Source: an optimization exercise on an open RTL-to-GDS flow (aim: a short achievable clock period and few clock cycles). Production flows keep margins and buffers that such runs may drop. In this exercise RTL edits were held to simulation tests only and were not proved equivalent to the original.

==> inputs of 07-07 <==
==> flow/design.v (excerpt) <==
module zbuf_raster (
    input  logic        clk,
    input  logic        rst,
    input  logic        req_1,
    output logic        ack_1,
    input  logic [23:0] point_a,
    input  logic [23:0] point_b,
    input  logic [23:0] point_c,
    input  logic [23:0] rgb,
    output logic        we,
    output logic [15:0] waddr,
    output logic [7:0]  rdata,
    output logic [7:0]  gdata,
    output logic [7:0]  bdata,
    output logic [7:0]  zdata_out,
    output logic [15:0] raddr,
    input  logic [7:0]  zdata_in
);
==> flow/config.mk <==
export PLATFORM = sky130hd
export DESIGN_NAME = zbuf_raster
export DESIGN_NICKNAME = zbuf_raster
export VERILOG_FILES = /design/flow/design.v
export SDC_FILE = /design/flow/constraint.sdc
export NUM_CORES = 4
export LEC_CHECK = 0
export ABC_CLOCK_PERIOD_IN_PS = 2000
export CAP_MARGIN = 20
export CORE_MARGIN = 2
export CORE_UTILIZATION = 40
export SETUP_SLACK_MARGIN = 4.0
export SLEW_MARGIN = 20
export TNS_END_PERCENT = 100
==> flow/constraint.sdc <==
create_clock -name core_clock -period 6.0 [get_ports {clk}]
set_input_delay 1.2000 -clock core_clock [delete_from_list [all_inputs] [get_ports {clk}]]
set_output_delay 1.2000 -clock core_clock [all_outputs]
set_load 0.01 [all_outputs]
run.sh (not shown) runs the stock make flow with config.mk's settings and CLKGATE_MAP_FILE= SYNTH_SCRIPT=/design/flow/synth_recipe.tcl, a recipe that flattens the netlist after the stock synthesis.
==> 09-08 (differences from 07-07) <==
Settings changed: CORE_UTILIZATION 40 to 30.
==> 11-22 (differences from 07-07) <==
--- a/flow/design.v
+++ b/flow/design.v
@@ -418,58 +418,54 @@
     localparam int O_XBM = 37;                 
     localparam int O_P0  = 45;                 
     localparam int O_S0  = 54;                 
     localparam int O_ZQ  = O_S0 + K;           
     localparam int O_ZE  = O_ZQ + K;           
     localparam int O_M   = O_ZE + 8*NM;        
     localparam int O_MN  = O_M + 9*NM;         
-    localparam int W     = O_MN + 9*NM;
+    localparam int O_P1  = O_MN + 9*NM;        
+    localparam int W     = O_P1 + 9;
     logic       c_v;
     logic [7:0] c_xa, c_za, c_xb, c_zb, c_y, c_dx, c_dz;
     logic       c_xs, c_zs;    
     logic       d_v;
     logic [7:0] d_xa, d_za, d_xb, d_zb, d_y;
     logic       d_xs, d_zs, d_axis;
     logic [8:0] d_p0, d_inca, d_incb;
-    logic       e_v;
-    logic [7:0] e_xa, e_za, e_xb, e_y, e_xbm;
-    logic       e_xs, e_zs, e_axis;
-    logic [8:0] e_p0, e_inca;
-    logic [9*NM-1:0] e_m;
-    logic [8*NM-1:0] e_ze;
     logic [W-1:0] f_q;
     logic       f_v;
     logic [W-1:0] q [DEPTH];
     logic [2:0] q_rd, q_wr;
     logic [DEPTH-1:0] q_cnt;      
     logic [DEPTH-1:0] occ;        
     logic [W-1:0] qh;
     logic       s_v;
     logic [7:0] s_x, s_z, s_y, s_xbm;
     logic       s_xs, s_zs, s_axis;
     logic       s_xeq;            
     logic       s_safe;           
     logic [K-1:0] s_zq;           
     logic [8:0] s_p;              
+    logic [8:0] s_p1;             
     logic [K-1:0] s_s;            
     logic [9*NM-1:0] s_m, s_mn;   
     logic [8*NM-1:0] s_ze;
     logic        v1;
     logic [15:0] a1;
     logic [7:0]  z1;
     logic        f2, f3;          
     logic        we3;
     logic [15:0] a3;
     logic [7:0]  z3;
     logic pop;
     always_ff @(posedge clk) begin
         if (rst == 1'b0) begin
-            c_v <= 1'b0; d_v <= 1'b0; e_v <= 1'b0; f_v <= 1'b0;
+            c_v <= 1'b0; d_v <= 1'b0; f_v <= 1'b0;
         end else begin
-            c_v <= emit; d_v <= c_v; e_v <= d_v; f_v <= e_v;
+            c_v <= emit; d_v <= c_v; f_v <= d_v;
         end
         c_xa <= point_out_a[23:16];
         c_za <= point_out_a[7:0];
         c_xb <= point_out_b[23:16];
         c_y  <= point_out_b[15:8];
         c_zb <= point_out_b[7:0];
         c_xs <= point_out_a[23:16] < point_out_b[23:16];
@@ -486,64 +482,68 @@
             d_inca <= 9'(2*c_dz - 2*c_dx);
             d_incb <= 9'(2*c_dz);
         end else begin
             d_p0   <= 9'(2*c_dx - c_dz);
             d_inca <= 9'(2*c_dx - 2*c_dz);
             d_incb <= 9'(2*c_dx);
         end
-        e_xa <= d_xa; e_za <= d_za; e_xb <= d_xb; e_y <= d_y;
-        e_xbm <= d_xs ? d_xb - 8'd1 : d_xb + 8'd1;
-        e_xs <= d_xs; e_zs <= d_zs; e_axis <= d_axis;
-        e_p0 <= d_p0; e_inca <= d_inca;
-        for (int j = 0; j < NM; j++) begin
-            e_m[9*j +: 9]  <= 9'(j * d_incb);
-            e_ze[8*j +: 8] <= d_zs ? 8'(d_zb - j) : 8'(d_zb + j);
-        end
         f_q <= f_next;
     end
     logic [W-1:0] f_next;
-    logic [8:0] e_sp [K];
+    logic [9*NM-1:0] e_m;
+    logic [8*NM-1:0] e_ze;
+    logic [7:0] e_xbm;
     always_comb begin
-        for (int j = 0; j < K; j++) e_sp[j] = 9'(e_p0 + e_m[9*j +: 9]);
+        e_xbm = d_xs ? d_xb - 8'd1 : d_xb + 8'd1;
+        for (int j = 0; j < NM; j++) begin
+            e_m[9*j +: 9]  = 9'(j * d_incb);
+            e_ze[8*j +: 8] = d_zs ? 8'(d_zb - j) : 8'(d_zb + j);
+        end
         f_next = '0;
-        f_next[O_PT +: 32] = {e_xa, e_za, e_y, e_xb};
-        f_next[O_FL +: 5]  = {e_xs, e_zs, e_axis, e_xa == e_xb,
-                              e_zs ? ((e_za != 8'd0) && (e_za <= 8'(256 - K))) : (e_za >= 8'(K))};
+        f_next[O_PT +: 32] = {d_xa, d_za, d_y, d_xb};
+        f_next[O_FL +: 5]  = {d_xs, d_zs, d_axis, d_xa == d_xb,
+                              d_zs ? ((d_za != 8'd0) && (d_za <= 8'(256 - K))) : (d_za >= 8'(K))};
         f_next[O_XBM +: 8] = e_xbm;
-        f_next[O_P0 +: 9]  = e_p0;
+        f_next[O_P0 +: 9]  = d_p0;
+        f_next[O_P1 +: 9]  = 9'(d_p0 + d_incb);
         for (int j = 0; j < K; j++) begin
-            f_next[O_S0 + j] = e_sp[j][8];
-            f_next[O_ZQ + j] = (e_za == e_ze[8*j +: 8]);
+            f_next[O_S0 + j] = 9'(d_p0 + j * d_incb) >> 8;
+            f_next[O_ZQ + j] = (d_za == e_ze[8*j +: 8]);
         end
         f_next[O_ZE +: 8*NM] = e_ze;
         for (int j = 0; j < NM; j++) begin
             f_next[O_M + 9*j +: 9]  = e_m[9*j +: 9];
-            f_next[O_MN + 9*j +: 9] = 9'(e_m[9*j +: 9] + e_inca);
+            f_next[O_MN + 9*j +: 9] = 9'(j * d_incb + d_inca);
         end
     end
     assign qh = q_cnt[0] ? q[q_rd] : f_q;
     assign emit_ok = !occ[DEPTH-1];
     logic [8:0] am [NM];      
     logic [8:0] an [NM];      
     logic [7:0] zj [K+1];     
     logic       zc [NM];      
     logic       safe;         
     logic       inc [K+1];    
     logic       sel [K];      
     logic       s_last;
     logic       eq_stay, eq_move;
     logic [7:0] g_zmin, nx_x, nx_z;
-    logic [8:0] nx_p;
+    logic [8:0] nx_p, nx_p1;
     logic [K-1:0] nx_s, nx_zq;
     logic       nx_xeq, nx_safe;
     logic       zsafe [K+1];    
     always_comb begin
         for (int j = 0; j < NM; j++) begin
-            am[j] = s_p + s_m[9*j +: 9];
-            an[j] = s_p + s_mn[9*j +: 9];
+            if (j % 2 == 0) begin
+                am[j] = s_p + s_m[9*j +: 9];
+                an[j] = s_p + s_mn[9*j +: 9];
+            end else begin
+                am[j] = s_p1 + s_m[9*(j-1) +: 9];
+                an[j] = s_p1 + s_mn[9*(j-1) +: 9];
+            end
             zc[j] = (s_z == s_ze[8*j +: 8]);
         end
         zj[0] = s_z;
         for (int j = 1; j <= K; j++) zj[j] = s_zs ? 8'(s_z + j) : 8'(s_z - j);
         safe = s_safe;
         zsafe[0] = s_zs ? ((s_z != 8'd0) && (s_z <= 8'(256 - K))) : (s_z >= 8'(K));
         for (int d = 1; d <= K; d++)
@@ -555,20 +555,21 @@
         for (int j = 1; j < K; j++)
             inc[j] = inc[j-1] && !s_axis && safe && s_s[j-1] && !(s_xeq && s_zq[j-1]);
         inc[K] = 1'b0;
         for (int j = 0; j < K; j++) sel[j] = inc[j] && !inc[j+1];
         s_last = 1'b0;
         for (int j = 0; j < K; j++) s_last = s_last || (inc[j] && s_xeq && s_zq[j]);
         g_zmin = s_z;
-        nx_x = s_x; nx_z = s_z; nx_p = s_p; nx_s = s_s; nx_zq = s_zq; nx_xeq = s_xeq; nx_safe = s_safe;
+        nx_x = s_x; nx_z = s_z; nx_p = s_p; nx_p1 = s_p1; nx_s = s_s; nx_zq = s_zq; nx_xeq = s_xeq; nx_safe = s_safe;
         for (int j = 0; j < K; j++) begin
             if (sel[j]) begin
                 g_zmin = s_zs ? s_z : zj[j];
                 if (s_s[j]) begin
                     nx_p = am[j+1];
+                    nx_p1 = am[j+2];
                     for (int i = 0; i < K; i++) nx_s[i] = am[j+1+i][8];
                     if (s_axis) begin
                         nx_x = s_xs ? s_x + 8'd1 : s_x - 8'd1;
                         nx_xeq = eq_move;
                         nx_z = s_z;
                         nx_safe = zsafe[0];
                         for (int i = 0; i < K; i++) nx_zq[i] = zc[i];
@@ -577,14 +578,15 @@
                         nx_xeq = s_xeq;
                         nx_z = zj[j+1];
                         nx_safe = zsafe[j+1];
                         for (int i = 0; i < K; i++) nx_zq[i] = zc[j+1+i];
                     end
                 end else begin
                     nx_p = an[j];
+                    nx_p1 = an[j+1];
                     for (int i = 0; i < K; i++) nx_s[i] = an[j+i][8];
                     nx_x = s_xs ? s_x + 8'd1 : s_x - 8'd1;
                     nx_xeq = eq_move;
                     nx_z = zj[j+1];
                     nx_safe = zsafe[j+1];
                     for (int i = 0; i < K; i++) nx_zq[i] = zc[j+1+i];
                 end
@@ -633,23 +635,25 @@
         end
         if (f_v) q[q_wr] <= f_q;       
         if (pop) begin
             {s_x, s_z, s_y}  <= qh[O_PT + 8 +: 24];
             {s_xs, s_zs, s_axis, s_xeq, s_safe} <= qh[O_FL +: 5];
             s_xbm <= qh[O_XBM +: 8];
             s_p   <= qh[O_P0 +: 9];
+            s_p1  <= qh[O_P1 +: 9];
             s_s   <= qh[O_S0 +: K];
             s_zq  <= qh[O_ZQ +: K];
             s_ze  <= qh[O_ZE +: 8*NM];
             s_m   <= qh[O_M +: 9*NM];
             s_mn  <= qh[O_MN +: 9*NM];
         end else begin
             s_x   <= nx_x;
             s_z   <= nx_z;
             s_p   <= nx_p;
+            s_p1  <= nx_p1;
             s_s   <= nx_s;
             s_zq  <= nx_zq;
             s_xeq <= nx_xeq;
             s_safe <= nx_safe;
         end
         a1 <= {s_y, s_x};
         z1 <= g_zmin;
@@ -659,15 +663,19 @@
         zdata_out <= z1;
         rdata     <= (rgb[23:16] < z1) ? 8'd0 : rgb[23:16] - z1;
         gdata     <= (rgb[15:8]  < z1) ? 8'd0 : rgb[15:8]  - z1;
         bdata     <= (rgb[7:0]   < z1) ? 8'd0 : rgb[7:0]   - z1;
         a3  <= waddr;
         z3  <= zdata_out;
     end
-    assign raddr = {s_y, s_x};
+    always_ff @(posedge clk) begin
+        if (rst == 1'b0) raddr <= 16'd0;
+        else if (pop)    raddr <= {qh[O_PT + 8 +: 8], qh[O_PT + 24 +: 8]};
+        else             raddr <= {s_y, nx_x};
+    end
 endmodule
 module zbuf_raster (
     input  logic        clk,
     input  logic        rst,
     input  logic        req_1,
     output logic        ack_1,
     input  logic [23:0] point_a,
Settings changed: CORE_UTILIZATION 40 to 30.
==> 05-17 (differences from 07-07) <==
--- a/flow/design.v
+++ b/flow/design.v
@@ -79,15 +79,14 @@
     input  logic        stage2,       
     input  logic [23:0] point_a,
     input  logic [23:0] point_b,
     input  logic [23:0] point_c,
     input  logic [7:0]  ycmp,         
     input  logic [23:0] point_out_a,
     input  logic [23:0] point_out_b,
-    input  logic [3:0]  ecmp,         
     input  logic [23:0] b,            
     input  logic [23:0] c,
     input  logic [23:0] point_max,    
     input  logic [23:0] point_1,
     input  logic [23:0] point_2,
     output logic [23:0] next_point_max,
     output logic [23:0] next_point_1,
@@ -120,21 +119,21 @@
                 next_point_max = point_b; next_point_1 = point_a; next_point_2 = point_c;
                 next_b = point_a; next_c = point_c;
             end else begin
                 next_point_max = point_c; next_point_1 = point_a; next_point_2 = point_b;
                 next_b = point_a; next_c = point_b;
             end
         end else begin
-            if (ecmp[3]) begin
+            if (point_out_b == b) begin
                 next_point_max = c; next_point_1 = b; next_point_2 = point_out_a;
-            end else if (ecmp[2]) begin
+            end else if (point_out_b == c) begin
                 next_point_max = b; next_point_1 = c; next_point_2 = point_out_a;
-            end else if (ecmp[1]) begin
+            end else if (point_out_a == b) begin
                 next_point_max = c; next_point_1 = b; next_point_2 = point_out_b;
-            end else if (ecmp[0]) begin
+            end else if (point_out_a == c) begin
                 next_point_max = b; next_point_1 = c; next_point_2 = point_out_b;
             end
         end
     end
 endmodule
 module brensenham_line (
     input  logic clk,
@@ -147,19 +146,14 @@
     input  logic [23:0] point_b,    
     output logic [23:0] point_out
 );
     localparam logic [1:0] MX = 2'd0, MY = 2'd1, MZ = 2'd2;
     logic [7:0] x, y, z;
     logic [7:0] xb, yb, zb;
     logic [7:0] dx, dy, dz;
-    logic [7:0] fx, fy, fz, rx, ry, rz;    
-    logic [7:0] adx, ady, adz;
-    assign adx = xs ? rx : fx;
-    assign ady = ys ? ry : fy;
-    assign adz = zs ? rz : fz;
     logic       xs, ys, zs;           
     logic       setup, setup2;        
     logic       cxy, cxz, cyz;        
     logic [1:0] mode;
     logic [8:0] p1, p2;
     logic [8:0] ia1, ib1, ia2, ib2;       
     logic [7:0] xb_m, yb_m, zb_m;     
@@ -237,35 +231,29 @@
             z  <= point_a[7:0];
             xb <= point_b[23:16];
             yb <= point_b[15:8];
             zb <= point_b[7:0];
             xs <= point_a[23:16] < point_b[23:16];
             ys <= point_a[15:8]  < point_b[15:8];
             zs <= point_a[7:0]   < point_b[7:0];
-            fx <= point_a[23:16] - point_b[23:16];
-            fy <= point_a[15:8]  - point_b[15:8];
-            fz <= point_a[7:0]   - point_b[7:0];
-            rx <= point_b[23:16] - point_a[23:16];
-            ry <= point_b[15:8]  - point_a[15:8];
-            rz <= point_b[7:0]   - point_a[7:0];
+            dx <= (point_a[23:16] < point_b[23:16]) ? point_b[23:16] - point_a[23:16] : point_a[23:16] - point_b[23:16];
+            dy <= (point_a[15:8]  < point_b[15:8])  ? point_b[15:8]  - point_a[15:8]  : point_a[15:8]  - point_b[15:8];
+            dz <= (point_a[7:0]   < point_b[7:0])   ? point_b[7:0]   - point_a[7:0]   : point_a[7:0]   - point_b[7:0];
             eqx <= (point_a[23:16] == point_b[23:16]);
             eqy <= (point_a[15:8]  == point_b[15:8]);
             eqz <= (point_a[7:0]   == point_b[7:0]);
         end else if (setup) begin
             xb_m     <= stp(xb, !xs);
             yb_m     <= stp(yb, !ys);
             zb_m     <= stp(zb, !zs);
             yo_m     <= stp(y, !ys);
             yo_ne_yb <= !eqy;
-            dx  <= adx;
-            dy  <= ady;
-            dz  <= adz;
-            cxy <= (adx >= ady);
-            cxz <= (adx >= adz);
-            cyz <= (ady >= adz);
+            cxy <= (dx >= dy);
+            cxz <= (dx >= dz);
+            cyz <= (dy >= dz);
         end else if (setup2) begin
             if (cxy && cxz) begin
                 mode <= MX;
                 p1  <= 9'(2*dy - dx);
                 p2  <= 9'(2*dz - dx);
                 ia1 <= 9'(2*dy - 2*dx);
                 ib1 <= 9'(2*dy);
@@ -338,30 +326,25 @@
         .stage2         ( stage2 ),
         .point_a        ( point_a ),
         .point_b        ( point_b ),
         .point_c        ( point_c ),
         .ycmp           ( ycmp ),
         .point_out_a    ( point_out_a ),
         .point_out_b    ( point_out_b ),
-        .ecmp           ( ecmp ),
         .b              ( reg_b ),
         .c              ( reg_c ),
         .point_max      ( point_max ),
         .point_1        ( point_1 ),
         .point_2        ( point_2 ),
         .next_point_max ( n_max ),
         .next_point_1   ( n_1 ),
         .next_point_2   ( n_2 ),
         .next_b         ( n_b ),
         .next_c         ( n_c )
     );
-    logic [3:0] ecmp;
-    always_ff @(posedge clk)
-        ecmp <= {point_out_b == reg_b, point_out_b == reg_c,
-                 point_out_a == reg_b, point_out_a == reg_c};
     always_ff @(posedge clk) begin
         if (load) begin
             point_max <= n_max;
             point_1   <= n_1;
             point_2   <= n_2;
             reg_b     <= n_b;
             reg_c     <= n_c;
@@ -516,15 +499,15 @@
         end
         f_next[O_ZE +: 8*NM] = e_ze;
         for (int j = 0; j < NM; j++) begin
             f_next[O_M + 9*j +: 9]  = e_m[9*j +: 9];
             f_next[O_MN + 9*j +: 9] = 9'(e_m[9*j +: 9] + e_inca);
         end
     end
-    assign qh = q_cnt[0] ? q[q_rd] : f_q;
+    assign qh = q[q_rd];
     assign emit_ok = !occ[DEPTH-1];
     logic [8:0] am [NM];      
     logic [8:0] an [NM];      
     logic [7:0] zj [K+1];     
     logic       zc [NM];      
     logic       safe;         
     logic       inc [K+1];    
@@ -541,18 +524,16 @@
             am[j] = s_p + s_m[9*j +: 9];
             an[j] = s_p + s_mn[9*j +: 9];
             zc[j] = (s_z == s_ze[8*j +: 8]);
         end
         zj[0] = s_z;
         for (int j = 1; j <= K; j++) zj[j] = s_zs ? 8'(s_z + j) : 8'(s_z - j);
         safe = s_safe;
-        zsafe[0] = s_zs ? ((s_z != 8'd0) && (s_z <= 8'(256 - K))) : (s_z >= 8'(K));
-        for (int d = 1; d <= K; d++)
-            zsafe[d] = s_zs ? ((s_z <= 8'(256 - K - d)) || ({1'b0, s_z} >= 9'(257 - d)))
-                            : ((s_z >= 8'(K + d)) || (s_z < 8'(d)));
+        for (int d = 0; d <= K; d++)
+            zsafe[d] = s_zs ? ((zj[d] != 8'd0) && (zj[d] <= 8'(256 - K))) : (zj[d] >= 8'(K));
         eq_stay = s_xeq;
         eq_move = (s_x == s_xbm);
         inc[0] = 1'b1;
         for (int j = 1; j < K; j++)
             inc[j] = inc[j-1] && !s_axis && safe && s_s[j-1] && !(s_xeq && s_zq[j-1]);
         inc[K] = 1'b0;
         for (int j = 0; j < K; j++) sel[j] = inc[j] && !inc[j+1];
@@ -587,22 +568,18 @@
                     nx_z = zj[j+1];
                     nx_safe = zsafe[j+1];
                     for (int i = 0; i < K; i++) nx_zq[i] = zc[j+1+i];
                 end
             end
         end
     end
-    logic take, push_q, pop_q;
-    assign take   = (q_cnt[0] || f_v) && (!s_v || s_last);
-    assign pop_q  = take && q_cnt[0];
-    assign push_q = f_v && !(take && !q_cnt[0]);
-    assign pop    = take;
+    assign pop = q_cnt[0] && (!s_v || s_last);
     logic [DEPTH-1:0] q_cnt_up, q_cnt_dn, occ_up, occ_dn;
     assign q_cnt_up = f_v  ? {q_cnt[DEPTH-2:0], 1'b1} : q_cnt;
-    assign q_cnt_dn = f_v  ? q_cnt : {1'b0, q_cnt[DEPTH-1:1]};    
+    assign q_cnt_dn = f_v  ? q_cnt : {1'b0, q_cnt[DEPTH-1:1]};
     assign occ_up   = emit ? {occ[DEPTH-2:0], 1'b1} : occ;
     assign occ_dn   = emit ? occ : {1'b0, occ[DEPTH-1:1]};
     logic wr1, t_in, t2, t3;
     always_comb begin
         t_in = (zdata_in == 8'd0) || !(zdata_in < z1);
         t2   = (zdata_out == 8'd0) || !(zdata_out < z1);
         t3   = (z3 == 8'd0) || !(z3 < z1);
@@ -618,24 +595,24 @@
             q_cnt <= 0;
             occ   <= 0;
             s_v   <= 1'b0;
             v1    <= 1'b0;
             we    <= 1'b0;
             we3   <= 1'b0;
         end else begin
-            if (push_q) q_wr <= q_wr + 1'b1;
-            if (pop_q)  q_rd <= q_rd + 1'b1;
-            q_cnt <= take ? q_cnt_dn : q_cnt_up;
+            if (f_v) q_wr <= q_wr + 1'b1;
+            if (pop) q_rd <= q_rd + 1'b1;
+            q_cnt <= pop ? q_cnt_dn : q_cnt_up;
             occ   <= pop ? occ_dn : occ_up;
             s_v   <= pop || (s_v && !s_last);
             v1    <= s_v;
             we    <= wr1;
             we3   <= we;
         end
-        if (f_v) q[q_wr] <= f_q;       
+        if (f_v) q[q_wr] <= f_q;
         if (pop) begin
             {s_x, s_z, s_y}  <= qh[O_PT + 8 +: 24];
             {s_xs, s_zs, s_axis, s_xeq, s_safe} <= qh[O_FL +: 5];
             s_xbm <= qh[O_XBM +: 8];
             s_p   <= qh[O_P0 +: 9];
             s_s   <= qh[O_S0 +: K];
             s_zq  <= qh[O_ZQ +: K];
==> summary of the runs <==
Non-clock buffer count: 05-17 < 09-08 < 11-22 < 07-07.
Between 11-22 and 05-17, the lower final area is in 11-22 (gap about 4.5%, measured against 05-17).
Wire length, lowest first: 11-22, 05-17, 09-08, 07-07.
Setup slack, lowest first: 05-17, 11-22, 09-08, 07-07.
Testbench counts of 07-07, summed over its fixed seeds: cycles 119,843.
Testbench counts of 09-08, summed over its fixed seeds: cycles 119,843.
Testbench counts of 11-22, summed over its fixed seeds: cycles 119,523.
Testbench counts of 05-17, summed over its fixed seeds: cycles 120,163.

[afterwards: timing with drivers on the ports]
In the flow no input, the clock included, has a driving cell. The finished layouts below were timed again as built, in two steps.
Step 1: set_driving_cell puts a clkbuf_16 on clk and a buf_2 on each other input, an assumption about the parent block.
Step 2 moves the port delays by t, midway between the first and last clock arrival at a register: inputs arrive t later, outputs are due t later. That takes back most of the time a late clock gives input paths.
Three values: ideal ports, drivers, drivers and shift; two values: the first two.
run | shift t [ns] | setup slack, ns | worst setup path at the end | worst data-port slew with drivers (ns) | cell pins on the clock port's net
07-07 | 1.000 | 3.148 / 3.075 / 2.989 | input to register | 0.12 | 1
09-08 | 1.022 | 3.052 / 3.016 / 3.052 | register to register | 0.09 | 1
11-22 | 1.011 | 3.003 / 3.003 / 2.741 | input to register | 0.08 | 1
05-17 | 1.008 | 2.880 / 2.880 / 2.880 | register to register | 0.10 | 1
After both steps every run listed still meets setup and hold. For 11-22, which loses most, drivers alone change the setup slack by 0.000 ns; drivers and shift together by -0.262 ns.
